This is an optimization exercise on Yosys and OpenROAD, whose aim is small area and a short achievable clock period, not a production implementation.
Only simulation tests tie the RTL to the original design; equivalence was not proved.

===== flow/design.v =====
module intt4point(
    input clk, rst,
    input [15:0] in0, in1, in2, in3,
    output [15:0] out0, out1, out2, out3
);
  wire [12:0] z0, z1, z2, z3;
  reg [14:0] rs0;
  reg [14:0] rs2;
  reg [13:0] rb;
  reg [13:0] rd;
  wire s1, c2;
  ha_m us1 (.a(in0[0]), .b(in2[0]), .s(s1), .co(c2));
  wire s3, c4;
  fa_m us3 (.a(in0[1]), .b(in2[1]), .c(c2), .s(s3), .co(c4));
  wire s5, c6;
  fa_m us5 (.a(in0[2]), .b(in2[2]), .c(c4), .s(s5), .co(c6));
  wire s7, c8;
  fa_m us7 (.a(in0[3]), .b(in2[3]), .c(c6), .s(s7), .co(c8));
  wire s9, c10;
  fa_m us9 (.a(in0[4]), .b(in2[4]), .c(c8), .s(s9), .co(c10));
  wire s11, c12;
  fa_m us11 (.a(in0[5]), .b(in2[5]), .c(c10), .s(s11), .co(c12));
  wire s13, c14;
  fa_m us13 (.a(in0[6]), .b(in2[6]), .c(c12), .s(s13), .co(c14));
  wire s15, c16;
  fa_m us15 (.a(in0[7]), .b(in2[7]), .c(c14), .s(s15), .co(c16));
  wire s17, c18;
  fa_m us17 (.a(in0[8]), .b(in2[8]), .c(c16), .s(s17), .co(c18));
  wire s19, c20;
  fa_m us19 (.a(in0[9]), .b(in2[9]), .c(c18), .s(s19), .co(c20));
  wire s21, c22;
  fa_m us21 (.a(in0[10]), .b(in2[10]), .c(c20), .s(s21), .co(c22));
  wire s23, c24;
  fa_m us23 (.a(in0[11]), .b(in2[11]), .c(c22), .s(s23), .co(c24));
  wire s25, c26;
  fa_m us25 (.a(in0[12]), .b(in2[12]), .c(c24), .s(s25), .co(c26));
  wire s27, c28;
  ha_m us27 (.a(in1[0]), .b(in3[0]), .s(s27), .co(c28));
  wire s29, c30;
  fa_m us29 (.a(in1[1]), .b(in3[1]), .c(c28), .s(s29), .co(c30));
  wire s31, c32;
  fa_m us31 (.a(in1[2]), .b(in3[2]), .c(c30), .s(s31), .co(c32));
  wire s33, c34;
  fa_m us33 (.a(in1[3]), .b(in3[3]), .c(c32), .s(s33), .co(c34));
  wire s35, c36;
  fa_m us35 (.a(in1[4]), .b(in3[4]), .c(c34), .s(s35), .co(c36));
  wire s37, c38;
  fa_m us37 (.a(in1[5]), .b(in3[5]), .c(c36), .s(s37), .co(c38));
  wire s39, c40;
  fa_m us39 (.a(in1[6]), .b(in3[6]), .c(c38), .s(s39), .co(c40));
  wire s41, c42;
  fa_m us41 (.a(in1[7]), .b(in3[7]), .c(c40), .s(s41), .co(c42));
  wire s43, c44;
  fa_m us43 (.a(in1[8]), .b(in3[8]), .c(c42), .s(s43), .co(c44));
  wire s45, c46;
  fa_m us45 (.a(in1[9]), .b(in3[9]), .c(c44), .s(s45), .co(c46));
  wire s47, c48;
  fa_m us47 (.a(in1[10]), .b(in3[10]), .c(c46), .s(s47), .co(c48));
  wire s49, c50;
  fa_m us49 (.a(in1[11]), .b(in3[11]), .c(c48), .s(s49), .co(c50));
  wire s51, c52;
  fa_m us51 (.a(in1[12]), .b(in3[12]), .c(c50), .s(s51), .co(c52));
  wire i53 = ~in2[0];
  wire s54, c55;
  xn_m us54 (.a(in0[0]), .b(i53), .y(s54));
  or_m uc55 (.a(in0[0]), .b(i53), .y(c55));
  wire i56 = ~in2[1];
  wire s57, c58;
  fa_m us57 (.a(in0[1]), .b(i56), .c(c55), .s(s57), .co(c58));
  wire i59 = ~in2[2];
  wire s60, c61;
  fa_m us60 (.a(in0[2]), .b(i59), .c(c58), .s(s60), .co(c61));
  wire i62 = ~in2[3];
  wire s63, c64;
  fa_m us63 (.a(in0[3]), .b(i62), .c(c61), .s(s63), .co(c64));
  wire i65 = ~in2[4];
  wire s66, c67;
  fa_m us66 (.a(in0[4]), .b(i65), .c(c64), .s(s66), .co(c67));
  wire i68 = ~in2[5];
  wire s69, c70;
  fa_m us69 (.a(in0[5]), .b(i68), .c(c67), .s(s69), .co(c70));
  wire i71 = ~in2[6];
  wire s72, c73;
  fa_m us72 (.a(in0[6]), .b(i71), .c(c70), .s(s72), .co(c73));
  wire i74 = ~in2[7];
  wire s75, c76;
  fa_m us75 (.a(in0[7]), .b(i74), .c(c73), .s(s75), .co(c76));
  wire i77 = ~in2[8];
  wire s78, c79;
  fa_m us78 (.a(in0[8]), .b(i77), .c(c76), .s(s78), .co(c79));
  wire i80 = ~in2[9];
  wire s81, c82;
  fa_m us81 (.a(in0[9]), .b(i80), .c(c79), .s(s81), .co(c82));
  wire i83 = ~in2[10];
  wire s84, c85;
  fa_m us84 (.a(in0[10]), .b(i83), .c(c82), .s(s84), .co(c85));
  wire i86 = ~in2[11];
  wire s87, c88;
  fa_m us87 (.a(in0[11]), .b(i86), .c(c85), .s(s87), .co(c88));
  wire i89 = ~in2[12];
  wire s90, c91;
  fa_m us90 (.a(in0[12]), .b(i89), .c(c88), .s(s90), .co(c91));
  wire i92 = ~in3[0];
  wire s93, c94;
  xn_m us93 (.a(in1[0]), .b(i92), .y(s93));
  or_m uc94 (.a(in1[0]), .b(i92), .y(c94));
  wire i95 = ~in3[1];
  wire s96, c97;
  fa_m us96 (.a(in1[1]), .b(i95), .c(c94), .s(s96), .co(c97));
  wire i98 = ~in3[2];
  wire s99, c100;
  fa_m us99 (.a(in1[2]), .b(i98), .c(c97), .s(s99), .co(c100));
  wire i101 = ~in3[3];
  wire s102, c103;
  fa_m us102 (.a(in1[3]), .b(i101), .c(c100), .s(s102), .co(c103));
  wire i104 = ~in3[4];
  wire s105, c106;
  fa_m us105 (.a(in1[4]), .b(i104), .c(c103), .s(s105), .co(c106));
  wire i107 = ~in3[5];
  wire s108, c109;
  fa_m us108 (.a(in1[5]), .b(i107), .c(c106), .s(s108), .co(c109));
  wire i110 = ~in3[6];
  wire s111, c112;
  fa_m us111 (.a(in1[6]), .b(i110), .c(c109), .s(s111), .co(c112));
  wire i113 = ~in3[7];
  wire s114, c115;
  fa_m us114 (.a(in1[7]), .b(i113), .c(c112), .s(s114), .co(c115));
  wire i116 = ~in3[8];
  wire s117, c118;
  fa_m us117 (.a(in1[8]), .b(i116), .c(c115), .s(s117), .co(c118));
  wire i119 = ~in3[9];
  wire s120, c121;
  fa_m us120 (.a(in1[9]), .b(i119), .c(c118), .s(s120), .co(c121));
  wire i122 = ~in3[10];
  wire s123, c124;
  fa_m us123 (.a(in1[10]), .b(i122), .c(c121), .s(s123), .co(c124));
  wire i125 = ~in3[11];
  wire s126, c127;
  fa_m us126 (.a(in1[11]), .b(i125), .c(c124), .s(s126), .co(c127));
  wire i128 = ~in3[12];
  wire s129, c130;
  fa_m us129 (.a(in1[12]), .b(i128), .c(c127), .s(s129), .co(c130));
  wire s131, c132;
  ha_m us131 (.a(s1), .b(s27), .s(s131), .co(c132));
  wire s133, c134;
  fa_m us133 (.a(s3), .b(s29), .c(c132), .s(s133), .co(c134));
  wire s135, c136;
  fa_m us135 (.a(s5), .b(s31), .c(c134), .s(s135), .co(c136));
  wire s137, c138;
  fa_m us137 (.a(s7), .b(s33), .c(c136), .s(s137), .co(c138));
  wire s139, c140;
  fa_m us139 (.a(s9), .b(s35), .c(c138), .s(s139), .co(c140));
  wire s141, c142;
  fa_m us141 (.a(s11), .b(s37), .c(c140), .s(s141), .co(c142));
  wire s143, c144;
  fa_m us143 (.a(s13), .b(s39), .c(c142), .s(s143), .co(c144));
  wire s145, c146;
  fa_m us145 (.a(s15), .b(s41), .c(c144), .s(s145), .co(c146));
  wire s147, c148;
  fa_m us147 (.a(s17), .b(s43), .c(c146), .s(s147), .co(c148));
  wire s149, c150;
  fa_m us149 (.a(s19), .b(s45), .c(c148), .s(s149), .co(c150));
  wire s151, c152;
  fa_m us151 (.a(s21), .b(s47), .c(c150), .s(s151), .co(c152));
  wire s153, c154;
  fa_m us153 (.a(s23), .b(s49), .c(c152), .s(s153), .co(c154));
  wire s155, c156;
  fa_m us155 (.a(s25), .b(s51), .c(c154), .s(s155), .co(c156));
  wire s157, c158;
  fa_m us157 (.a(c26), .b(c52), .c(c156), .s(s157), .co(c158));
  wire i159 = ~s27;
  wire s160, c161;
  xn_m us160 (.a(s1), .b(i159), .y(s160));
  or_m uc161 (.a(s1), .b(i159), .y(c161));
  wire i162 = ~s29;
  wire s163, c164;
  fa_m us163 (.a(s3), .b(i162), .c(c161), .s(s163), .co(c164));
  wire i165 = ~s31;
  wire s166, c167;
  fa_m us166 (.a(s5), .b(i165), .c(c164), .s(s166), .co(c167));
  wire i168 = ~s33;
  wire s169, c170;
  fa_m us169 (.a(s7), .b(i168), .c(c167), .s(s169), .co(c170));
  wire i171 = ~s35;
  wire s172, c173;
  fa_m us172 (.a(s9), .b(i171), .c(c170), .s(s172), .co(c173));
  wire i174 = ~s37;
  wire s175, c176;
  fa_m us175 (.a(s11), .b(i174), .c(c173), .s(s175), .co(c176));
  wire i177 = ~s39;
  wire s178, c179;
  fa_m us178 (.a(s13), .b(i177), .c(c176), .s(s178), .co(c179));
  wire i180 = ~s41;
  wire s181, c182;
  fa_m us181 (.a(s15), .b(i180), .c(c179), .s(s181), .co(c182));
  wire i183 = ~s43;
  wire s184, c185;
  fa_m us184 (.a(s17), .b(i183), .c(c182), .s(s184), .co(c185));
  wire i186 = ~s45;
  wire s187, c188;
  fa_m us187 (.a(s19), .b(i186), .c(c185), .s(s187), .co(c188));
  wire i189 = ~s47;
  wire s190, c191;
  fa_m us190 (.a(s21), .b(i189), .c(c188), .s(s190), .co(c191));
  wire i192 = ~s49;
  wire s193, c194;
  fa_m us193 (.a(s23), .b(i192), .c(c191), .s(s193), .co(c194));
  wire i195 = ~s51;
  wire s196, c197;
  fa_m us196 (.a(s25), .b(i195), .c(c194), .s(s196), .co(c197));
  wire i198 = ~c52;
  wire s199, c200;
  fa_m us199 (.a(c26), .b(i198), .c(c197), .s(s199), .co(c200));
  wire [14:0] rs0_d = {c158, s157, s155, s153, s151, s149, s147, s145, s143, s141, s139, s137, s135, s133, s131};
  wire i201 = ~c200;
  wire [14:0] rs2_d = {i201, s199, s196, s193, s190, s187, s184, s181, s178, s175, s172, s169, s166, s163, s160};
  wire i202 = ~c91;
  wire [13:0] rb_d = {i202, s90, s87, s84, s81, s78, s75, s72, s69, s66, s63, s60, s57, s54};
  wire i203 = ~c130;
  wire [13:0] rd_d = {i203, s129, s126, s123, s120, s117, s114, s111, s108, s105, s102, s99, s96, s93};
  wire i204 = ~rs0[1];
  wire s205, c206;
  ha_m us205 (.a(i204), .b(rs0[14]), .s(s205), .co(c206));
  wire s207, c208;
  ha_m us207 (.a(rs0[0]), .b(rs0[9]), .s(s207), .co(c208));
  wire s209, c210;
  fa_m us209 (.a(rs0[1]), .b(rs0[10]), .c(c208), .s(s209), .co(c210));
  wire s211, c212;
  ha_m us211 (.a(rs0[11]), .b(c210), .s(s211), .co(c212));
  wire s213, c214;
  ha_m us213 (.a(rs0[12]), .b(c212), .s(s213), .co(c214));
  wire s215, c216;
  fa_m us215 (.a(rs0[13]), .b(rs0[0]), .c(c214), .s(s215), .co(c216));
  wire i217 = ~rs0[0];
  wire s218, c219;
  fa_m us218 (.a(i217), .b(s205), .c(c216), .s(s218), .co(c219));
  wire s220, c221;
  xn_m us220 (.a(c206), .b(c219), .y(s220));
  or_m uc221 (.a(c206), .b(c219), .y(c221));
  wire [12:0] w222 = {s218, s215, s213, s211, s209, s207, rs0[8], rs0[7], rs0[6], rs0[5], rs0[4], rs0[3], rs0[2]};
  assign z0 = s220 ? w222 + 13'd7681 : w222;
  wire s223, c224;
  ha_m us223 (.a(rs2[1]), .b(rs2[14]), .s(s223), .co(c224));
  wire i225 = ~rs2[7];
  wire s226, c227;
  ha_m us226 (.a(i225), .b(rs2[5]), .s(s226), .co(c227));
  wire s228, c229;
  ha_m us228 (.a(rs2[2]), .b(rs2[8]), .s(s228), .co(c229));
  wire i230 = ~c224;
  wire s231, c232;
  fa_m us231 (.a(rs2[6]), .b(c227), .c(i230), .s(s231), .co(c232));
  wire s233, c234;
  fa_m us233 (.a(rs2[3]), .b(rs2[9]), .c(rs2[0]), .s(s233), .co(c234));
  wire s235, c236;
  fa_m us235 (.a(i225), .b(c229), .c(s233), .s(s235), .co(c236));
  wire s237, c238;
  fa_m us237 (.a(rs2[4]), .b(rs2[10]), .c(rs2[1]), .s(s237), .co(c238));
  wire s239, c240;
  fa_m us239 (.a(c234), .b(s237), .c(c236), .s(s239), .co(c240));
  wire s241, c242;
  fa_m us241 (.a(rs2[2]), .b(rs2[5]), .c(rs2[11]), .s(s241), .co(c242));
  wire i243 = ~c238;
  wire s244, c245;
  fa_m us244 (.a(rs2[0]), .b(rs2[9]), .c(i243), .s(s244), .co(c245));
  wire i246 = ~s241;
  wire s247, c248;
  ha_m us247 (.a(i246), .b(s244), .s(s247), .co(c248));
  wire s249, c250;
  fa_m us249 (.a(rs2[3]), .b(rs2[6]), .c(rs2[12]), .s(s249), .co(c250));
  wire s251, c252;
  fa_m us251 (.a(rs2[1]), .b(rs2[10]), .c(c245), .s(s251), .co(c252));
  wire i253 = ~c248;
  wire s254, c255;
  fa_m us254 (.a(c242), .b(s249), .c(i253), .s(s254), .co(c255));
  wire s256, c257;
  fa_m us256 (.a(rs2[2]), .b(rs2[11]), .c(rs2[0]), .s(s256), .co(c257));
  wire s258, c259;
  fa_m us258 (.a(rs2[4]), .b(rs2[7]), .c(rs2[13]), .s(s258), .co(c259));
  wire i260 = ~s256;
  wire s261, c262;
  fa_m us261 (.a(c250), .b(i260), .c(s258), .s(s261), .co(c262));
  wire i263 = ~s261;
  wire s264, c265;
  ha_m us264 (.a(i263), .b(c252), .s(s264), .co(c265));
  wire s266, c267;
  xn_m us266 (.a(rs2[3]), .b(rs2[12]), .y(s266));
  or_m uc267 (.a(rs2[3]), .b(rs2[12]), .y(c267));
  wire s268, c269;
  fa_m us268 (.a(rs2[5]), .b(rs2[8]), .c(c259), .s(s268), .co(c269));
  wire s270, c271;
  fa_m us270 (.a(rs2[1]), .b(rs2[14]), .c(c257), .s(s270), .co(c271));
  wire s272, c273;
  fa_m us272 (.a(s266), .b(s270), .c(c265), .s(s272), .co(c273));
  wire s274, c275;
  xn_m us274 (.a(c262), .b(s268), .y(s274));
  or_m uc275 (.a(c262), .b(s268), .y(c275));
  wire s276, c277;
  ha_m us276 (.a(rs2[0]), .b(rs2[9]), .s(s276), .co(c277));
  wire s278, c279;
  fa_m us278 (.a(rs2[2]), .b(rs2[4]), .c(rs2[13]), .s(s278), .co(c279));
  wire s280, c281;
  fa_m us280 (.a(rs2[0]), .b(rs2[6]), .c(s276), .s(s280), .co(c281));
  wire s282, c283;
  fa_m us282 (.a(c267), .b(s278), .c(c271), .s(s282), .co(c283));
  wire s284, c285;
  fa_m us284 (.a(c269), .b(s280), .c(c275), .s(s284), .co(c285));
  wire i286 = ~s284;
  wire s287, c288;
  ha_m us287 (.a(s282), .b(i286), .s(s287), .co(c288));
  wire s289, c290;
  fa_m us289 (.a(rs2[1]), .b(rs2[10]), .c(c277), .s(s289), .co(c290));
  wire s291, c292;
  fa_m us291 (.a(rs2[3]), .b(c279), .c(c283), .s(s291), .co(c292));
  wire s293, c294;
  fa_m us293 (.a(c281), .b(s289), .c(c285), .s(s293), .co(c294));
  wire s295, c296;
  ha_m us295 (.a(s291), .b(c288), .s(s295), .co(c296));
  wire i297 = ~rs2[4];
  wire s298, c299;
  fa_m us298 (.a(rs2[2]), .b(rs2[11]), .c(i297), .s(s298), .co(c299));
  wire s300, c301;
  fa_m us300 (.a(s298), .b(c290), .c(c294), .s(s300), .co(c301));
  wire s302, c303;
  ha_m us302 (.a(c292), .b(c296), .s(s302), .co(c303));
  wire s304, c305;
  fa_m us304 (.a(rs2[3]), .b(rs2[12]), .c(c299), .s(s304), .co(c305));
  wire i306 = ~rs2[5];
  wire s307, c308;
  fa_m us307 (.a(i306), .b(s304), .c(c301), .s(s307), .co(c308));
  wire i309 = ~rs2[0];
  wire s310, c311;
  fa_m us310 (.a(i309), .b(rs2[4]), .c(rs2[13]), .s(s310), .co(c311));
  wire i312 = ~rs2[6];
  wire s313, c314;
  fa_m us313 (.a(i312), .b(s310), .c(c305), .s(s313), .co(c314));
  wire s315, c316;
  xn_m us315 (.a(s274), .b(c255), .y(s315));
  or_m uc316 (.a(s274), .b(c255), .y(c316));
  wire i317 = ~c316;
  wire s318, c319;
  ha_m us318 (.a(i317), .b(c273), .s(s318), .co(c319));
  wire s320, c321;
  fa_m us320 (.a(s226), .b(s295), .c(c319), .s(s320), .co(c321));
  wire s322, c323;
  xn_m us322 (.a(s223), .b(s293), .y(s322));
  or_m uc323 (.a(s223), .b(s293), .y(c323));
  wire s324, c325;
  fa_m us324 (.a(s228), .b(c323), .c(s300), .s(s324), .co(c325));
  wire s326, c327;
  fa_m us326 (.a(s231), .b(s302), .c(c321), .s(s326), .co(c327));
  wire s328, c329;
  fa_m us328 (.a(s235), .b(s307), .c(c325), .s(s328), .co(c329));
  wire s330, c331;
  fa_m us330 (.a(c232), .b(c303), .c(c327), .s(s330), .co(c331));
  wire i332 = ~rs2[8];
  wire s333, c334;
  fa_m us333 (.a(i332), .b(s313), .c(s239), .s(s333), .co(c334));
  wire s335, c336;
  fa_m us335 (.a(s333), .b(c308), .c(c329), .s(s335), .co(c336));
  wire s337, c338;
  fa_m us337 (.a(s226), .b(c311), .c(c314), .s(s337), .co(c338));
  wire s339, c340;
  fa_m us339 (.a(c240), .b(s337), .c(c334), .s(s339), .co(c340));
  wire i341 = ~s339;
  wire s342, c343;
  fa_m us342 (.a(s223), .b(s247), .c(i341), .s(s342), .co(c343));
  wire i344 = ~s231;
  wire s345, c346;
  xn_m us345 (.a(s228), .b(i344), .y(s345));
  or_m uc346 (.a(s228), .b(i344), .y(c346));
  wire i347 = ~s345;
  wire s348, c349;
  fa_m us348 (.a(i347), .b(c338), .c(c340), .s(s348), .co(c349));
  wire i350 = ~c232;
  wire s351, c352;
  fa_m us351 (.a(i350), .b(s235), .c(c346), .s(s351), .co(c352));
  wire s353, c354;
  xn_m us353 (.a(i332), .b(s239), .y(s353));
  or_m uc354 (.a(i332), .b(s239), .y(c354));
  wire i355 = ~s247;
  wire s356, c357;
  xn_m us356 (.a(i355), .b(c240), .y(s356));
  or_m uc357 (.a(i355), .b(c240), .y(c357));
  wire i358 = ~s254;
  wire s359, c360;
  ha_m us359 (.a(s251), .b(i358), .s(s359), .co(c360));
  wire s361, c362;
  fa_m us361 (.a(s264), .b(c255), .c(c360), .s(s361), .co(c362));
  wire i363 = ~s315;
  wire s364, c365;
  fa_m us364 (.a(s272), .b(i363), .c(c362), .s(s364), .co(c365));
  wire s366, c367;
  fa_m us366 (.a(s287), .b(s318), .c(c365), .s(s366), .co(c367));
  wire i368 = ~s322;
  wire s369, c370;
  fa_m us369 (.a(s320), .b(i368), .c(c367), .s(s369), .co(c370));
  wire i371 = ~s324;
  wire s372, c373;
  fa_m us372 (.a(i371), .b(s326), .c(c370), .s(s372), .co(c373));
  wire i374 = ~s328;
  wire s375, c376;
  fa_m us375 (.a(i374), .b(s330), .c(c373), .s(s375), .co(c376));
  wire i377 = ~s335;
  wire s378, c379;
  fa_m us378 (.a(c331), .b(i377), .c(c376), .s(s378), .co(c379));
  wire i380 = ~c336;
  wire s381, c382;
  fa_m us381 (.a(i380), .b(s342), .c(c379), .s(s381), .co(c382));
  wire i383 = ~s348;
  wire s384, c385;
  fa_m us384 (.a(c343), .b(i383), .c(c382), .s(s384), .co(c385));
  wire i386 = ~c349;
  wire s387, c388;
  fa_m us387 (.a(i386), .b(s351), .c(c385), .s(s387), .co(c388));
  wire s389, c390;
  fa_m us389 (.a(c352), .b(s353), .c(c388), .s(s389), .co(c390));
  wire s391, c392;
  fa_m us391 (.a(c354), .b(s356), .c(c390), .s(s391), .co(c392));
  wire s393, c394;
  xn_m us393 (.a(c357), .b(c392), .y(s393));
  or_m uc394 (.a(c357), .b(c392), .y(c394));
  wire [14:0] w395 = {~c394, s393, s391, s389, s387, s384, s381, s378, s375, s372, s369, s366, s364, s361, s359};
  wire n396 = c394 & (w395[13:0] >= 14'd7681);
  wire n397 = ~c394 | n396;
  wire [12:0] w398 = {s391, s389, s387, s384, s381, s378, s375, s372, s369, s366, s364, s361, s359};
  wire i399 = ~c394;
  assign z2 = i399 ? w398 + 13'd7681 : (n396 ? w398 + 13'd511 : w398);
  wire s400, c401;
  ha_m us400 (.a(rb[4]), .b(rb[0]), .s(s400), .co(c401));
  wire s402, c403;
  fa_m us402 (.a(rb[5]), .b(rb[1]), .c(c401), .s(s402), .co(c403));
  wire s404, c405;
  ha_m us404 (.a(rb[6]), .b(rb[2]), .s(s404), .co(c405));
  wire s406, c407;
  fa_m us406 (.a(rb[0]), .b(s404), .c(c403), .s(s406), .co(c407));
  wire s408, c409;
  fa_m us408 (.a(rb[7]), .b(rb[3]), .c(rb[1]), .s(s408), .co(c409));
  wire i410 = ~c405;
  wire s411, c412;
  fa_m us411 (.a(rd[9]), .b(rd[0]), .c(i410), .s(s411), .co(c412));
  wire i413 = ~s408;
  wire s414, c415;
  ha_m us414 (.a(i413), .b(s411), .s(s414), .co(c415));
  wire s416, c417;
  fa_m us416 (.a(rb[8]), .b(rb[4]), .c(rb[2]), .s(s416), .co(c417));
  wire s418, c419;
  fa_m us418 (.a(rd[10]), .b(rd[1]), .c(c412), .s(s418), .co(c419));
  wire i420 = ~c415;
  wire s421, c422;
  fa_m us421 (.a(c409), .b(s416), .c(i420), .s(s421), .co(c422));
  wire s423, c424;
  fa_m us423 (.a(rb[0]), .b(rb[9]), .c(rb[5]), .s(s423), .co(c424));
  wire s425, c426;
  fa_m us425 (.a(rb[3]), .b(rd[0]), .c(c417), .s(s425), .co(c426));
  wire s427, c428;
  fa_m us427 (.a(rd[2]), .b(rd[11]), .c(c419), .s(s427), .co(c428));
  wire s429, c430;
  fa_m us429 (.a(s423), .b(s425), .c(c422), .s(s429), .co(c430));
  wire s431, c432;
  fa_m us431 (.a(rb[1]), .b(rb[10]), .c(rb[6]), .s(s431), .co(c432));
  wire s433, c434;
  fa_m us433 (.a(rb[4]), .b(rb[0]), .c(rd[1]), .s(s433), .co(c434));
  wire s435, c436;
  fa_m us435 (.a(c424), .b(s431), .c(s433), .s(s435), .co(c436));
  wire i437 = ~c426;
  wire s438, c439;
  fa_m us438 (.a(rd[3]), .b(rd[12]), .c(i437), .s(s438), .co(c439));
  wire i440 = ~s435;
  wire s441, c442;
  fa_m us441 (.a(i440), .b(s438), .c(c428), .s(s441), .co(c442));
  wire i443 = ~rb[2];
  wire s444, c445;
  xn_m us444 (.a(i443), .b(rd[4]), .y(s444));
  or_m uc445 (.a(i443), .b(rd[4]), .y(c445));
  wire s446, c447;
  fa_m us446 (.a(rb[11]), .b(rb[7]), .c(rb[5]), .s(s446), .co(c447));
  wire s448, c449;
  fa_m us448 (.a(rb[1]), .b(rd[13]), .c(rd[2]), .s(s448), .co(c449));
  wire s450, c451;
  fa_m us450 (.a(rd[0]), .b(c432), .c(c434), .s(s450), .co(c451));
  wire s452, c453;
  fa_m us452 (.a(s446), .b(s448), .c(c436), .s(s452), .co(c453));
  wire i454 = ~s450;
  wire s455, c456;
  fa_m us455 (.a(s444), .b(i454), .c(c439), .s(s455), .co(c456));
  wire i457 = ~s452;
  wire s458, c459;
  ha_m us458 (.a(i457), .b(s455), .s(s458), .co(c459));
  wire s460, c461;
  fa_m us460 (.a(rb[12]), .b(rb[8]), .c(rb[6]), .s(s460), .co(c461));
  wire s462, c463;
  fa_m us462 (.a(rb[2]), .b(rd[3]), .c(rd[1]), .s(s462), .co(c463));
  wire s464, c465;
  fa_m us464 (.a(c447), .b(c449), .c(s460), .s(s464), .co(c465));
  wire s466, c467;
  fa_m us466 (.a(s462), .b(c451), .c(s464), .s(s466), .co(c467));
  wire s468, c469;
  fa_m us468 (.a(c445), .b(c456), .c(c459), .s(s468), .co(c469));
  wire s470, c471;
  xn_m us470 (.a(c453), .b(s466), .y(s470));
  or_m uc471 (.a(c453), .b(s466), .y(c471));
  wire i472 = ~rd[2];
  wire s473, c474;
  xn_m us473 (.a(rb[0]), .b(i472), .y(s473));
  or_m uc474 (.a(rb[0]), .b(i472), .y(c474));
  wire s475, c476;
  fa_m us475 (.a(rb[9]), .b(rb[7]), .c(rb[3]), .s(s475), .co(c476));
  wire s477, c478;
  fa_m us477 (.a(rd[4]), .b(c461), .c(c463), .s(s477), .co(c478));
  wire s479, c480;
  fa_m us479 (.a(s475), .b(c465), .c(s477), .s(s479), .co(c480));
  wire s481, c482;
  fa_m us481 (.a(c467), .b(s479), .c(c471), .s(s481), .co(c482));
  wire s483, c484;
  fa_m us483 (.a(rb[13]), .b(s473), .c(c469), .s(s483), .co(c484));
  wire i485 = ~rd[3];
  wire s486, c487;
  xn_m us486 (.a(rb[1]), .b(i485), .y(s486));
  or_m uc487 (.a(rb[1]), .b(i485), .y(c487));
  wire s488, c489;
  fa_m us488 (.a(rb[10]), .b(rb[8]), .c(rb[4]), .s(s488), .co(c489));
  wire s490, c491;
  fa_m us490 (.a(rd[5]), .b(c476), .c(s488), .s(s490), .co(c491));
  wire s492, c493;
  fa_m us492 (.a(c478), .b(s490), .c(c480), .s(s492), .co(c493));
  wire i494 = ~s492;
  wire s495, c496;
  fa_m us495 (.a(c474), .b(s486), .c(i494), .s(s495), .co(c496));
  wire i497 = ~c482;
  wire s498, c499;
  ha_m us498 (.a(i497), .b(s495), .s(s498), .co(c499));
  wire i500 = ~rd[4];
  wire s501, c502;
  xn_m us501 (.a(rb[2]), .b(i500), .y(s501));
  or_m uc502 (.a(rb[2]), .b(i500), .y(c502));
  wire s503, c504;
  fa_m us503 (.a(rb[11]), .b(rb[9]), .c(rb[5]), .s(s503), .co(c504));
  wire s505, c506;
  fa_m us505 (.a(rd[6]), .b(c489), .c(s503), .s(s505), .co(c506));
  wire i507 = ~c491;
  wire s508, c509;
  fa_m us508 (.a(c487), .b(s501), .c(i507), .s(s508), .co(c509));
  wire s510, c511;
  fa_m us510 (.a(s508), .b(c496), .c(c499), .s(s510), .co(c511));
  wire s512, c513;
  xn_m us512 (.a(s505), .b(c493), .y(s512));
  or_m uc513 (.a(s505), .b(c493), .y(c513));
  wire s514, c515;
  ha_m us514 (.a(rb[12]), .b(rb[10]), .s(s514), .co(c515));
  wire s516, c517;
  fa_m us516 (.a(rb[6]), .b(rd[7]), .c(c504), .s(s516), .co(c517));
  wire s518, c519;
  fa_m us518 (.a(s514), .b(c506), .c(s516), .s(s518), .co(c519));
  wire i520 = ~s518;
  wire s521, c522;
  fa_m us521 (.a(c502), .b(c509), .c(i520), .s(s521), .co(c522));
  wire i523 = ~c513;
  wire s524, c525;
  ha_m us524 (.a(s521), .b(i523), .s(s524), .co(c525));
  wire i526 = ~rb[11];
  wire s527, c528;
  xn_m us527 (.a(rb[13]), .b(i526), .y(s527));
  or_m uc528 (.a(rb[13]), .b(i526), .y(c528));
  wire s529, c530;
  fa_m us529 (.a(rb[7]), .b(rd[8]), .c(c515), .s(s529), .co(c530));
  wire s531, c532;
  fa_m us531 (.a(c517), .b(s529), .c(c519), .s(s531), .co(c532));
  wire s533, c534;
  fa_m us533 (.a(s527), .b(c522), .c(c525), .s(s533), .co(c534));
  wire s535, c536;
  fa_m us535 (.a(rb[12]), .b(rb[8]), .c(rd[9]), .s(s535), .co(c536));
  wire i537 = ~c528;
  wire s538, c539;
  fa_m us538 (.a(i537), .b(s535), .c(c530), .s(s538), .co(c539));
  wire s540, c541;
  xn_m us540 (.a(s538), .b(c532), .y(s540));
  or_m uc541 (.a(s538), .b(c532), .y(c541));
  wire s542, c543;
  fa_m us542 (.a(rb[9]), .b(rd[10]), .c(c536), .s(s542), .co(c543));
  wire s544, c545;
  fa_m us544 (.a(s542), .b(c539), .c(c541), .s(s544), .co(c545));
  wire s546, c547;
  ha_m us546 (.a(rb[10]), .b(rd[11]), .s(s546), .co(c547));
  wire s548, c549;
  xn_m us548 (.a(s546), .b(c543), .y(s548));
  or_m uc549 (.a(s546), .b(c543), .y(c549));
  wire s550, c551;
  ha_m us550 (.a(rb[11]), .b(rd[12]), .s(s550), .co(c551));
  wire s552, c553;
  xn_m us552 (.a(c547), .b(s550), .y(s552));
  or_m uc553 (.a(c547), .b(s550), .y(c553));
  wire s554, c555;
  fa_m us554 (.a(rb[12]), .b(c551), .c(c553), .s(s554), .co(c555));
  wire i556 = ~rb[3];
  wire s557, c558;
  ha_m us557 (.a(i556), .b(rd[5]), .s(s557), .co(c558));
  wire i559 = ~s400;
  wire s560, c561;
  fa_m us560 (.a(rd[6]), .b(i559), .c(c558), .s(s560), .co(c561));
  wire i562 = ~s402;
  wire s563, c564;
  fa_m us563 (.a(rd[7]), .b(i562), .c(c561), .s(s563), .co(c564));
  wire i565 = ~s406;
  wire s566, c567;
  fa_m us566 (.a(rd[8]), .b(i565), .c(c564), .s(s566), .co(c567));
  wire i568 = ~c407;
  wire s569, c570;
  fa_m us569 (.a(i568), .b(s414), .c(c567), .s(s569), .co(c570));
  wire i571 = ~s421;
  wire s572, c573;
  fa_m us572 (.a(s418), .b(i571), .c(c570), .s(s572), .co(c573));
  wire i574 = ~s429;
  wire s575, c576;
  fa_m us575 (.a(s427), .b(i574), .c(c573), .s(s575), .co(c576));
  wire i577 = ~c430;
  wire s578, c579;
  fa_m us578 (.a(i577), .b(s441), .c(c576), .s(s578), .co(c579));
  wire s580, c581;
  xn_m us580 (.a(s458), .b(c442), .y(s580));
  or_m uc581 (.a(s458), .b(c442), .y(c581));
  wire s582, c583;
  fa_m us582 (.a(s557), .b(s468), .c(c581), .s(s582), .co(c583));
  wire s584, c585;
  fa_m us584 (.a(s560), .b(s483), .c(c583), .s(s584), .co(c585));
  wire s586, c587;
  fa_m us586 (.a(s563), .b(s498), .c(c484), .s(s586), .co(c587));
  wire s588, c589;
  fa_m us588 (.a(s566), .b(s510), .c(c587), .s(s588), .co(c589));
  wire i590 = ~s557;
  wire s591, c592;
  xn_m us591 (.a(i590), .b(s569), .y(s591));
  or_m uc592 (.a(i590), .b(s569), .y(c592));
  wire s593, c594;
  fa_m us593 (.a(s524), .b(s591), .c(c511), .s(s593), .co(c594));
  wire s595, c596;
  fa_m us595 (.a(s572), .b(c592), .c(s533), .s(s595), .co(c596));
  wire i597 = ~s595;
  wire s598, c599;
  fa_m us598 (.a(s560), .b(s531), .c(i597), .s(s598), .co(c599));
  wire s600, c601;
  fa_m us600 (.a(c534), .b(s575), .c(c596), .s(s600), .co(c601));
  wire s602, c603;
  fa_m us602 (.a(s563), .b(s540), .c(c599), .s(s602), .co(c603));
  wire i604 = ~rb[13];
  wire s605, c606;
  fa_m us605 (.a(i604), .b(s566), .c(s544), .s(s605), .co(c606));
  wire i607 = ~s605;
  wire s608, c609;
  fa_m us608 (.a(i607), .b(s578), .c(c601), .s(s608), .co(c609));
  wire s610, c611;
  ha_m us610 (.a(s548), .b(s569), .s(s610), .co(c611));
  wire s612, c613;
  fa_m us612 (.a(c545), .b(s610), .c(c606), .s(s612), .co(c613));
  wire s614, c615;
  ha_m us614 (.a(s552), .b(c549), .s(s614), .co(c615));
  wire s616, c617;
  fa_m us616 (.a(s614), .b(s572), .c(c611), .s(s616), .co(c617));
  wire i618 = ~s554;
  wire s619, c620;
  xn_m us619 (.a(rd[13]), .b(i618), .y(s619));
  or_m uc620 (.a(rd[13]), .b(i618), .y(c620));
  wire s621, c622;
  fa_m us621 (.a(c615), .b(s575), .c(c617), .s(s621), .co(c622));
  wire i623 = ~c555;
  wire s624, c625;
  xn_m us624 (.a(rb[13]), .b(i623), .y(s624));
  or_m uc625 (.a(rb[13]), .b(i623), .y(c625));
  wire i626 = ~s578;
  wire s627, c628;
  fa_m us627 (.a(c620), .b(s624), .c(i626), .s(s627), .co(c628));
  wire s629, c630;
  ha_m us629 (.a(c579), .b(s580), .s(s629), .co(c630));
  wire i631 = ~s470;
  wire s632, c633;
  fa_m us632 (.a(i631), .b(s582), .c(c630), .s(s632), .co(c633));
  wire i634 = ~s481;
  wire s635, c636;
  fa_m us635 (.a(i634), .b(s584), .c(c633), .s(s635), .co(c636));
  wire s637, c638;
  fa_m us637 (.a(c585), .b(s586), .c(c636), .s(s637), .co(c638));
  wire i639 = ~s512;
  wire s640, c641;
  fa_m us640 (.a(i639), .b(s588), .c(c638), .s(s640), .co(c641));
  wire s642, c643;
  fa_m us642 (.a(c589), .b(s593), .c(c641), .s(s642), .co(c643));
  wire i644 = ~s598;
  wire s645, c646;
  fa_m us645 (.a(c594), .b(i644), .c(c643), .s(s645), .co(c646));
  wire i647 = ~s602;
  wire s648, c649;
  fa_m us648 (.a(s600), .b(i647), .c(c646), .s(s648), .co(c649));
  wire i650 = ~c603;
  wire s651, c652;
  fa_m us651 (.a(i650), .b(s608), .c(c649), .s(s651), .co(c652));
  wire i653 = ~s612;
  wire s654, c655;
  fa_m us654 (.a(c609), .b(i653), .c(c652), .s(s654), .co(c655));
  wire i656 = ~c655;
  wire s657, c658;
  fa_m us657 (.a(c613), .b(s616), .c(i656), .s(s657), .co(c658));
  wire i659 = ~s619;
  wire s660, c661;
  fa_m us660 (.a(i659), .b(s621), .c(c658), .s(s660), .co(c661));
  wire i662 = ~s627;
  wire s663, c664;
  fa_m us663 (.a(c622), .b(i662), .c(c661), .s(s663), .co(c664));
  wire i665 = ~c664;
  wire s666, c667;
  fa_m us666 (.a(c625), .b(c628), .c(i665), .s(s666), .co(c667));
  wire [14:0] w668 = {~c667, s666, ~s663, ~s660, ~s657, s654, s651, s648, s645, s642, s640, s637, s635, s632, s629};
  wire n669 = c667 & (w668[13:0] >= 14'd7681);
  wire n670 = ~c667 | n669;
  wire i671 = ~s657;
  wire i672 = ~s660;
  wire i673 = ~s663;
  wire [12:0] w674 = {i673, i672, i671, s654, s651, s648, s645, s642, s640, s637, s635, s632, s629};
  wire i675 = ~c667;
  assign z1 = i675 ? w674 + 13'd7681 : (n669 ? w674 + 13'd511 : w674);
  wire s676, c677;
  xn_m us676 (.a(rb[6]), .b(i500), .y(s676));
  or_m uc677 (.a(rb[6]), .b(i500), .y(c677));
  wire i678 = ~rb[7];
  wire s679, c680;
  fa_m us679 (.a(i678), .b(rd[5]), .c(rd[1]), .s(s679), .co(c680));
  wire i681 = ~rd[6];
  wire s682, c683;
  xn_m us682 (.a(rb[8]), .b(i681), .y(s682));
  or_m uc683 (.a(rb[8]), .b(i681), .y(c683));
  wire s684, c685;
  fa_m us684 (.a(rd[2]), .b(rd[0]), .c(c680), .s(s684), .co(c685));
  wire s686, c687;
  fa_m us686 (.a(rd[7]), .b(rd[3]), .c(rd[1]), .s(s686), .co(c687));
  wire s688, c689;
  fa_m us688 (.a(rb[0]), .b(rb[9]), .c(c683), .s(s688), .co(c689));
  wire s690, c691;
  xn_m us690 (.a(s686), .b(c685), .y(s690));
  or_m uc691 (.a(s686), .b(c685), .y(c691));
  wire s692, c693;
  fa_m us692 (.a(rd[8]), .b(rd[4]), .c(rd[2]), .s(s692), .co(c693));
  wire s694, c695;
  fa_m us694 (.a(rb[1]), .b(rb[10]), .c(c689), .s(s694), .co(c695));
  wire s696, c697;
  fa_m us696 (.a(c687), .b(s692), .c(c691), .s(s696), .co(c697));
  wire s698, c699;
  fa_m us698 (.a(rd[0]), .b(rb[0]), .c(rd[9]), .s(s698), .co(c699));
  wire s700, c701;
  fa_m us700 (.a(rd[5]), .b(rd[3]), .c(c693), .s(s700), .co(c701));
  wire s702, c703;
  fa_m us702 (.a(rb[2]), .b(rb[11]), .c(c695), .s(s702), .co(c703));
  wire s704, c705;
  fa_m us704 (.a(s698), .b(s700), .c(c697), .s(s704), .co(c705));
  wire s706, c707;
  fa_m us706 (.a(rd[1]), .b(rb[1]), .c(rd[10]), .s(s706), .co(c707));
  wire s708, c709;
  fa_m us708 (.a(rd[6]), .b(rd[4]), .c(rd[0]), .s(s708), .co(c709));
  wire s710, c711;
  fa_m us710 (.a(c699), .b(s706), .c(s708), .s(s710), .co(c711));
  wire i712 = ~c701;
  wire s713, c714;
  fa_m us713 (.a(rb[3]), .b(rb[12]), .c(i712), .s(s713), .co(c714));
  wire i715 = ~s710;
  wire s716, c717;
  fa_m us716 (.a(i715), .b(s713), .c(c703), .s(s716), .co(c717));
  wire s718, c719;
  ha_m us718 (.a(rb[0]), .b(rb[13]), .s(s718), .co(c719));
  wire s720, c721;
  fa_m us720 (.a(rb[2]), .b(rd[11]), .c(rd[7]), .s(s720), .co(c721));
  wire s722, c723;
  fa_m us722 (.a(rd[5]), .b(rd[1]), .c(rd[2]), .s(s722), .co(c723));
  wire s724, c725;
  fa_m us724 (.a(c707), .b(c709), .c(s718), .s(s724), .co(c725));
  wire s726, c727;
  fa_m us726 (.a(s720), .b(s722), .c(c711), .s(s726), .co(c727));
  wire i728 = ~s724;
  wire s729, c730;
  fa_m us729 (.a(rb[4]), .b(i728), .c(c714), .s(s729), .co(c730));
  wire i731 = ~s726;
  wire s732, c733;
  ha_m us732 (.a(i731), .b(s729), .s(s732), .co(c733));
  wire s734, c735;
  fa_m us734 (.a(rb[1]), .b(rb[3]), .c(rd[12]), .s(s734), .co(c735));
  wire s736, c737;
  fa_m us736 (.a(rd[8]), .b(rd[6]), .c(rd[2]), .s(s736), .co(c737));
  wire s738, c739;
  fa_m us738 (.a(c719), .b(c721), .c(c723), .s(s738), .co(c739));
  wire s740, c741;
  fa_m us740 (.a(s734), .b(s736), .c(c725), .s(s740), .co(c741));
  wire s742, c743;
  fa_m us742 (.a(s738), .b(c727), .c(s740), .s(s742), .co(c743));
  wire i744 = ~s742;
  wire s745, c746;
  ha_m us745 (.a(c730), .b(i744), .s(s745), .co(c746));
  wire s747, c748;
  xn_m us747 (.a(i443), .b(rd[0]), .y(s747));
  or_m uc748 (.a(i443), .b(rd[0]), .y(c748));
  wire s749, c750;
  fa_m us749 (.a(rb[4]), .b(rd[9]), .c(rd[7]), .s(s749), .co(c750));
  wire s751, c752;
  fa_m us751 (.a(rd[3]), .b(c735), .c(c737), .s(s751), .co(c752));
  wire s753, c754;
  fa_m us753 (.a(s749), .b(c739), .c(s751), .s(s753), .co(c754));
  wire s755, c756;
  fa_m us755 (.a(c741), .b(s753), .c(c743), .s(s755), .co(c756));
  wire s757, c758;
  fa_m us757 (.a(rd[13]), .b(s747), .c(c746), .s(s757), .co(c758));
  wire s759, c760;
  xn_m us759 (.a(i556), .b(rd[1]), .y(s759));
  or_m uc760 (.a(i556), .b(rd[1]), .y(c760));
  wire s761, c762;
  fa_m us761 (.a(rb[5]), .b(rd[10]), .c(rd[8]), .s(s761), .co(c762));
  wire s763, c764;
  fa_m us763 (.a(rd[4]), .b(c750), .c(s761), .s(s763), .co(c764));
  wire s765, c766;
  fa_m us765 (.a(c752), .b(s763), .c(c754), .s(s765), .co(c766));
  wire s767, c768;
  fa_m us767 (.a(c748), .b(s759), .c(c758), .s(s767), .co(c768));
  wire s769, c770;
  xn_m us769 (.a(s765), .b(c756), .y(s769));
  or_m uc770 (.a(s765), .b(c756), .y(c770));
  wire i771 = ~rb[4];
  wire s772, c773;
  xn_m us772 (.a(i771), .b(rd[2]), .y(s772));
  or_m uc773 (.a(i771), .b(rd[2]), .y(c773));
  wire s774, c775;
  fa_m us774 (.a(rb[6]), .b(rd[11]), .c(rd[9]), .s(s774), .co(c775));
  wire s776, c777;
  fa_m us776 (.a(rd[5]), .b(c762), .c(s774), .s(s776), .co(c777));
  wire i778 = ~c764;
  wire s779, c780;
  fa_m us779 (.a(c760), .b(s772), .c(i778), .s(s779), .co(c780));
  wire s781, c782;
  fa_m us781 (.a(s776), .b(c766), .c(c770), .s(s781), .co(c782));
  wire s783, c784;
  ha_m us783 (.a(s779), .b(c768), .s(s783), .co(c784));
  wire s785, c786;
  ha_m us785 (.a(rb[7]), .b(rd[12]), .s(s785), .co(c786));
  wire s787, c788;
  fa_m us787 (.a(rd[10]), .b(rd[6]), .c(c775), .s(s787), .co(c788));
  wire s789, c790;
  fa_m us789 (.a(s785), .b(c777), .c(s787), .s(s789), .co(c790));
  wire i791 = ~s789;
  wire s792, c793;
  fa_m us792 (.a(c773), .b(c780), .c(i791), .s(s792), .co(c793));
  wire i794 = ~c782;
  wire s795, c796;
  ha_m us795 (.a(s792), .b(i794), .s(s795), .co(c796));
  wire i797 = ~rb[8];
  wire s798, c799;
  xn_m us798 (.a(i797), .b(rd[13]), .y(s798));
  or_m uc799 (.a(i797), .b(rd[13]), .y(c799));
  wire s800, c801;
  fa_m us800 (.a(rd[11]), .b(rd[7]), .c(c786), .s(s800), .co(c801));
  wire s802, c803;
  fa_m us802 (.a(c788), .b(s800), .c(c790), .s(s802), .co(c803));
  wire i804 = ~s802;
  wire s805, c806;
  fa_m us805 (.a(s798), .b(i804), .c(c793), .s(s805), .co(c806));
  wire s807, c808;
  fa_m us807 (.a(rb[9]), .b(rd[12]), .c(rd[8]), .s(s807), .co(c808));
  wire i809 = ~c799;
  wire s810, c811;
  fa_m us810 (.a(i809), .b(s807), .c(c801), .s(s810), .co(c811));
  wire s812, c813;
  xn_m us812 (.a(s810), .b(c803), .y(s812));
  or_m uc813 (.a(s810), .b(c803), .y(c813));
  wire s814, c815;
  fa_m us814 (.a(rb[10]), .b(rd[9]), .c(c808), .s(s814), .co(c815));
  wire s816, c817;
  fa_m us816 (.a(s814), .b(c811), .c(c813), .s(s816), .co(c817));
  wire s818, c819;
  ha_m us818 (.a(rb[11]), .b(rd[10]), .s(s818), .co(c819));
  wire s820, c821;
  xn_m us820 (.a(s818), .b(c815), .y(s820));
  or_m uc821 (.a(s818), .b(c815), .y(c821));
  wire s822, c823;
  ha_m us822 (.a(rb[12]), .b(rd[11]), .s(s822), .co(c823));
  wire s824, c825;
  xn_m us824 (.a(c819), .b(s822), .y(s824));
  or_m uc825 (.a(c819), .b(s822), .y(c825));
  wire s826, c827;
  fa_m us826 (.a(rd[12]), .b(c823), .c(c825), .s(s826), .co(c827));
  wire s828, c829;
  ha_m us828 (.a(rb[5]), .b(i485), .s(s828), .co(c829));
  wire i830 = ~rd[0];
  wire s831, c832;
  fa_m us831 (.a(i830), .b(s676), .c(c829), .s(s831), .co(c832));
  wire i833 = ~s679;
  wire s834, c835;
  fa_m us834 (.a(c677), .b(i833), .c(c832), .s(s834), .co(c835));
  wire i836 = ~s684;
  wire s837, c838;
  fa_m us837 (.a(s682), .b(i836), .c(c835), .s(s837), .co(c838));
  wire i839 = ~s690;
  wire s840, c841;
  fa_m us840 (.a(s688), .b(i839), .c(c838), .s(s840), .co(c841));
  wire i842 = ~s696;
  wire s843, c844;
  fa_m us843 (.a(s694), .b(i842), .c(c841), .s(s843), .co(c844));
  wire i845 = ~s704;
  wire s846, c847;
  fa_m us846 (.a(s702), .b(i845), .c(c844), .s(s846), .co(c847));
  wire i848 = ~c705;
  wire s849, c850;
  fa_m us849 (.a(i848), .b(s716), .c(c847), .s(s849), .co(c850));
  wire s851, c852;
  xn_m us851 (.a(s732), .b(c717), .y(s851));
  or_m uc852 (.a(s732), .b(c717), .y(c852));
  wire s853, c854;
  fa_m us853 (.a(s828), .b(c733), .c(s745), .s(s853), .co(c854));
  wire s855, c856;
  fa_m us855 (.a(s831), .b(c854), .c(s757), .s(s855), .co(c856));
  wire s857, c858;
  fa_m us857 (.a(s834), .b(s767), .c(c856), .s(s857), .co(c858));
  wire s859, c860;
  fa_m us859 (.a(s837), .b(s783), .c(c858), .s(s859), .co(c860));
  wire i861 = ~s828;
  wire s862, c863;
  xn_m us862 (.a(i861), .b(s840), .y(s862));
  or_m uc863 (.a(i861), .b(s840), .y(c863));
  wire s864, c865;
  fa_m us864 (.a(s862), .b(c784), .c(s795), .s(s864), .co(c865));
  wire s866, c867;
  fa_m us866 (.a(s805), .b(s843), .c(c863), .s(s866), .co(c867));
  wire s868, c869;
  fa_m us868 (.a(s866), .b(c796), .c(c865), .s(s868), .co(c869));
  wire i870 = ~c806;
  wire s871, c872;
  fa_m us871 (.a(s834), .b(s812), .c(i870), .s(s871), .co(c872));
  wire i873 = ~s871;
  wire s874, c875;
  fa_m us874 (.a(i873), .b(s846), .c(c867), .s(s874), .co(c875));
  wire s876, c877;
  fa_m us876 (.a(s837), .b(s816), .c(c872), .s(s876), .co(c877));
  wire s878, c879;
  fa_m us878 (.a(rd[13]), .b(s849), .c(c875), .s(s878), .co(c879));
  wire s880, c881;
  ha_m us880 (.a(s820), .b(s840), .s(s880), .co(c881));
  wire s882, c883;
  fa_m us882 (.a(c817), .b(s880), .c(c877), .s(s882), .co(c883));
  wire s884, c885;
  ha_m us884 (.a(s824), .b(c821), .s(s884), .co(c885));
  wire s886, c887;
  fa_m us886 (.a(s884), .b(s843), .c(c881), .s(s886), .co(c887));
  wire i888 = ~s826;
  wire s889, c890;
  xn_m us889 (.a(rb[13]), .b(i888), .y(s889));
  or_m uc890 (.a(rb[13]), .b(i888), .y(c890));
  wire s891, c892;
  fa_m us891 (.a(c885), .b(s846), .c(c887), .s(s891), .co(c892));
  wire i893 = ~c827;
  wire s894, c895;
  xn_m us894 (.a(rd[13]), .b(i893), .y(s894));
  or_m uc895 (.a(rd[13]), .b(i893), .y(c895));
  wire i896 = ~s849;
  wire s897, c898;
  fa_m us897 (.a(c890), .b(s894), .c(i896), .s(s897), .co(c898));
  wire s899, c900;
  ha_m us899 (.a(c850), .b(s851), .s(s899), .co(c900));
  wire s901, c902;
  fa_m us901 (.a(c852), .b(s853), .c(c900), .s(s901), .co(c902));
  wire i903 = ~s755;
  wire s904, c905;
  fa_m us904 (.a(i903), .b(s855), .c(c902), .s(s904), .co(c905));
  wire i906 = ~s769;
  wire s907, c908;
  fa_m us907 (.a(i906), .b(s857), .c(c905), .s(s907), .co(c908));
  wire i909 = ~s781;
  wire s910, c911;
  fa_m us910 (.a(i909), .b(s859), .c(c908), .s(s910), .co(c911));
  wire s912, c913;
  fa_m us912 (.a(c860), .b(s864), .c(c911), .s(s912), .co(c913));
  wire i914 = ~s831;
  wire s915, c916;
  fa_m us915 (.a(i914), .b(s868), .c(c913), .s(s915), .co(c916));
  wire s917, c918;
  fa_m us917 (.a(c869), .b(s874), .c(c916), .s(s917), .co(c918));
  wire i919 = ~s876;
  wire s920, c921;
  fa_m us920 (.a(i919), .b(s878), .c(c918), .s(s920), .co(c921));
  wire i922 = ~s882;
  wire s923, c924;
  fa_m us923 (.a(c879), .b(i922), .c(c921), .s(s923), .co(c924));
  wire i925 = ~c924;
  wire s926, c927;
  fa_m us926 (.a(c883), .b(s886), .c(i925), .s(s926), .co(c927));
  wire i928 = ~s889;
  wire s929, c930;
  fa_m us929 (.a(i928), .b(s891), .c(c927), .s(s929), .co(c930));
  wire i931 = ~s897;
  wire s932, c933;
  fa_m us932 (.a(c892), .b(i931), .c(c930), .s(s932), .co(c933));
  wire i934 = ~c933;
  wire s935, c936;
  fa_m us935 (.a(c895), .b(c898), .c(i934), .s(s935), .co(c936));
  wire [14:0] w937 = {~c936, s935, ~s932, ~s929, ~s926, s923, s920, s917, s915, s912, s910, s907, s904, s901, s899};
  wire n938 = c936 & (w937[13:0] >= 14'd7681);
  wire n939 = ~c936 | n938;
  wire i940 = ~s926;
  wire i941 = ~s929;
  wire i942 = ~s932;
  wire [12:0] w943 = {i942, i941, i940, s923, s920, s917, s915, s912, s910, s907, s904, s901, s899};
  wire i944 = ~c936;
  assign z3 = i944 ? w943 + 13'd7681 : (n938 ? w943 + 13'd511 : w943);
  always @(posedge clk) begin
    if (rst) begin
      rs0 <= 15'd0;
      rs2 <= 15'd0;
      rb <= 14'd0;
      rd <= 14'd0;
    end else begin
      rs0 <= rs0_d;
      rs2 <= rs2_d;
      rb <= rb_d;
      rd <= rd_d;
    end
  end
  assign out0 = {3'b000, z0};
  assign out1 = {3'b000, z1};
  assign out2 = {3'b000, z2};
  assign out3 = {3'b000, z3};
endmodule
module fa_m(input a, b, c, output s, co);
  assign s = a ^ b ^ c;
  assign co = (a & b) | (a & c) | (b & c);
endmodule
module ha_m(input a, b, output s, co);
  assign s = a ^ b;
  assign co = a & b;
endmodule
module xn_m(input a, b, output y);
  assign y = ~(a ^ b);
endmodule
module or_m(input a, b, output y);
  assign y = a | b;
endmodule

===== flow/flow/run.sh =====
#!/bin/bash
set -e
export BUFFER_PORTS_ARGS="-buffer_cell sky130_fd_sc_hd__buf_1"
bash standard.sh > standard.log 2>&1

===== flow/standard.sh =====
#!/bin/bash
# synth_recipe.tcl (not shown) runs the flow's synth.tcl, then flattens the netlist and writes it again
# the make line also repeats each setting of config.mk as NAME=value (left out here)
make -C /OpenROAD-flow-scripts/flow DESIGN_CONFIG=/design/flow/config.mk WORK_HOME=/design/flow/orfs CLKGATE_MAP_FILE= SYNTH_SCRIPT=/design/flow/synth_recipe.tcl "${@:-finish}"

===== flow/config.mk =====
export PLATFORM = sky130hd
export DESIGN_NAME = intt4point
export DESIGN_NICKNAME = intt4point
export VERILOG_FILES = /design/flow/design.v
export SDC_FILE = /design/flow/constraint.sdc
export NUM_CORES = 4
export LEC_CHECK = 0
export CAP_MARGIN = 20
export CORE_MARGIN = 2
export CORE_UTILIZATION = 40
export SLEW_MARGIN = 20
export SYNTH_HIERARCHICAL = 1
export SYNTH_MINIMUM_KEEP_SIZE = 0

===== flow/constraint.sdc =====
create_clock -name core_clock -period 110.0 [get_ports {clk}]
set_input_delay 22.0000 -clock core_clock [delete_from_list [all_inputs] [get_ports {clk}]]
set_output_delay 22.0000 -clock core_clock [all_outputs]
set_load 0.01 [all_outputs]

==> results.txt <==
## synth_stat cells (2+ instances only)
cell type                  count
sky130_fd_sc_hd__buf_4        12
sky130_fd_sc_hd__fa_1        300
sky130_fd_sc_hd__and3_1        4
sky130_fd_sc_hd__a31oi_1       4
sky130_fd_sc_hd__mux2_2        2
sky130_fd_sc_hd__dfxtp_1      58
sky130_fd_sc_hd__and2_1        4
sky130_fd_sc_hd__a32oi_1       2
sky130_fd_sc_hd__o22ai_1       3
sky130_fd_sc_hd__nor2b_1      60
sky130_fd_sc_hd__nand3b_1      2
sky130_fd_sc_hd__a21o_1        4
sky130_fd_sc_hd__or2_2         3
sky130_fd_sc_hd__nand3_1      13
sky130_fd_sc_hd__nand2_1      18
sky130_fd_sc_hd__nor3b_1       4
sky130_fd_sc_hd__nor4_1        5
sky130_fd_sc_hd__and4_1        3
sky130_fd_sc_hd__xor2_1       26
sky130_fd_sc_hd__xnor2_1      62
sky130_fd_sc_hd__a32o_1        2
sky130_fd_sc_hd__or2_1        40
sky130_fd_sc_hd__a22oi_1       4
sky130_fd_sc_hd__nand2b_1      5
sky130_fd_sc_hd__a311o_1       2
sky130_fd_sc_hd__nor3_1       10
sky130_fd_sc_hd__a41oi_1       3
sky130_fd_sc_hd__nand4_1       9
sky130_fd_sc_hd__nor4b_1       3
sky130_fd_sc_hd__a21oi_1       8
sky130_fd_sc_hd__nand4b_1      4
sky130_fd_sc_hd__ha_1         53
sky130_fd_sc_hd__clkbuf_1     14
sky130_fd_sc_hd__inv_1       164
sky130_fd_sc_hd__o21ai_0      12
sky130_fd_sc_hd__nor2_1       32
## layout make-up
| class | count | area share [%] |
|---|---|---|
| Antenna cell | 2 | 0.0410 |
| Multi-Input combinational cell | 737 | 75.5 |
| Clock inverter | 7 | 0.819 |
| Inverter | 164 | 5.04 |
| Clock buffer | 9 | 1.84 |
| Tap cell | 378 | 3.87 |
| Timing Repair Buffer | 107 | 3.36 |
| Sequential cell | 58 | 9.50 |
## path summary, 6_finish.rpt
| check | to | slack, ps | cells past startpoint |
|---|---|---|---|
| worst min-delay path | rb[0] | 22020 | 3 |
| worst max-delay path | out3[7] | 77580 | 29 |
## modules after synthesis (local to each module, per instance)
module	times used	flops+latches	cell area, um2
intt4point	1	58	3980
or_m	40	0	6.26
fa_m	300	0	20.0
xn_m	41	0	8.76
ha_m	43	0	12.5
## metal layers
metal	track usage, %	vias up
li1	-	3181
met5	0	-
met4	4.27	0
met2	27.4	178
met1	26.9	3574
met3	3.54	26
## cells by family after synthesis
group / Yosys count / synth area share, %
adders and majority gates: 353 / 59.9
DFF: 58 / 10.4
buffers and inverters: 193 / 6.99
other: 1 / 0.0337
xor gates and xnor gates: 88 / 6.93
and+or+nand+nor: 225 / 11.8
muxes: 4 / 0.427
AOI/OAI and AO/OA: 55 / 3.47
## sequential cells by signal, indices dropped and copies added (netlist names)
register and flops:
rb 14, rd 14, rs0 15, rs2 15
## per-stage QoR
stage	util, %	cell area [um2]	setup slack [ps]
CTS	44.3	12200	77490
global route	44.3	12200	77010
global placement	43.2	11900	77960
finish	44.4	12200	77580
detailed placement	43.2	11900	77860
floorplan	-	11200	78780
==> summary.md <==
| Metric | Value |
|---|---|
| Filler instances | between 2,000 and 3,000 |
| Gate count after technology mapping | 977 |
| Slowest CP cell | sky130_fd_sc_hd__dfxtp_1 |
| Total congestion overflow after global routing | 0 |
| Kind of end point of the critical path | output port |
| CTS Buf Count | 9 |
| Critical path class | flop to output port |
| Amount of wire on met2 after detailed routing | 10.7 mm |
| Max Freq | between 30 and 40 MHz |
| Routed length on met3 | between 1 and 1.5 mm |
| Reg clk slew, reported paths | about 60 ps |
| Die Y-Extent | about 170 um |
| Cells taking the most area after synthesis | sky130_fd_sc_hd__fa_1 (54%), sky130_fd_sc_hd__dfxtp_1 (10%), sky130_fd_sc_hd__ha_1 (6.0%) |
| CTS H-tree depth | 3 |
| Area of the mapped netlist | between 10,000 and 15,000 um2 |
| Pin count of the biggest net entering global routing | a little under 60 |
| Final setup fails | 0 |
| Fraction of registers with async set/reset | 0% |
| Fraction of synthesized cell area taken by the top area cell type | 54.0% |
| Per-cell via count in the routed design | 4.76 |
| Routed WL per cell | approximately 17 um |
| Area growth, synth to finish | 9.82% |
| Detailed-placement wirelength estimate | 21.5 mm |
| Yosys warnings | 7 |
| Last weighted congestion value of the routability-driven placer | ~0.9 |
| Transition at the pin with the smallest max-transition slack | roughly 730 ps |
| Die Area | approximately 29,000 um2 |
| EDFF count, synth | 0 |
| Total of flip-flops plus latches after synthesis | 58 |
| Clock tree from TritonCTS | yes |
| IO Count | 130 |
| Combined global-route utilization of all metal layers | between 10% and 20% |
| Most Frequent Cell on Critical Path | sky130_fd_sc_hd__fa_1 |
| Hold buffer count at CTS | 0 |
| Startpoint of the worst hold path | in0[0] |
| Crit share post-route | between 20% and 30% |
| Number of max-cap violations | 0 |
| Routed metal-1 wirelength | 12.0 mm |
| Unique cell type count in the Yosys netlist | 59 |
| Post-CTS Setup Repair Bufs | 0 |
| 1st-pass router iterations | 5 |
| Worst min-delay path class | primary input to flop |
| Dpl cells | 1,444 |
| Most frequent cells in the layout | sky130_fd_sc_hd__fa_1 (300), sky130_fd_sc_hd__inv_1 (164), sky130_fd_sc_hd__buf_1 (104) |
| Top flip-flop cell by instance count after synthesis | sky130_fd_sc_hd__dfxtp_1 |
| Worst Hold Margin | 22,020 ps |
| Number of buffers added on ports | between 100 and 150 |
| Number of pins exceeding their max-slew limit in the final report | 0 |
| Count of non-filler cells in the finished layout | 1,462 |
| Count of endpoints failing hold in the final timing report | 0 |
| Cell family with the largest share of critical-path delay | adder cells |
| Antenna viol nets, final | 0 |
| Crit path launch | rd[4] |
| Post-cts repair resize count | 0 |
| Core ar. | around 28,000 um2 |
| Maximum buffer depth of the clock tree | 2 |
| Outcome | complete, no violations |
| Horizontal die dimension | about 170 um |
| Iter 0 DRT Violations | roughly 260 |
| Placement Rows | 61 |
| Clock root buffer | sky130_fd_sc_hd__clkbuf_16 |
| Setup repair after global routing missed its margin | no |
| Total Nets Final | 1,496 |
| TritonCTS Sinks | slightly below 60 |
| Library cell occupying the most area in the post-synthesis netlist | sky130_fd_sc_hd__fa_1 |
| Top layer used by detailed routing | met4 |
| Leading cell type in the layout, fill and taps excluded | sky130_fd_sc_hd__fa_1 |
| Antenna violations before repair | 1 |
| Global-route wire length before repair | ~40 mm |
| Sequential Area | 1160 um2 |
| Final setup TNS | 0 ps |
| Sequential fraction of the synthesis area | between 10% and 20% |
| Share of layout cells above drive strength 1 | 2.96% |
| Critical Path Start Type | flop |
| Bufs and invs on worst path | 3 |
| Wirelength, routed | 24.5 mm |
| Biggest cell delay along the critical path | around 640 ps |
| Critical Path RT | approximately 88,000 ps |
| Initial Util | between 40 and 50% |
| Via count | 6,959 |
| Crit path time final | between 30,000 and 40,000 ps |
| Number of global-route vias before repair | 7,458 |
| Tightest slew margin relative to the limit | roughly half |
| Multi-input combinational cell area | 9230 um2 |
| Avg Inst Size Synth | ~11 um2 |
| Arrival time of data at the critical path endpoint | approximately 10,000 ps |
| DRC violation count after routing | 0 |
| Max FO, Critical Path | 7 |

==> what the ideal ports hide <==
The results above use ideal ports. As a check the final layout listed here was re-extracted and re-timed, cells and wires unchanged.
Step 1 assumes that a clkbuf_16 drives the clock port and a buf_2 every other input.
Step 2 moves the port delays by t, midway between the first and last clock arrival at a register: inputs arrive t later, outputs are due t later. That takes back most of the time a late clock gives input paths.
Three values: ideal ports, drivers, drivers and shift; two values: the first two.
t (ns): 0.384
setup slack, ns: 77.583 / 77.541 / 77.925
clock arrival spread, ns: 0.010 / 0.010
worst register clock-pin slew, ns: 0.06 / 0.06
cell pins on the clock port's net: 1
After both steps this run still meets setup and hold. The setup slack of this run moves by -0.042 ns with the drivers and by +0.342 ns with both steps.
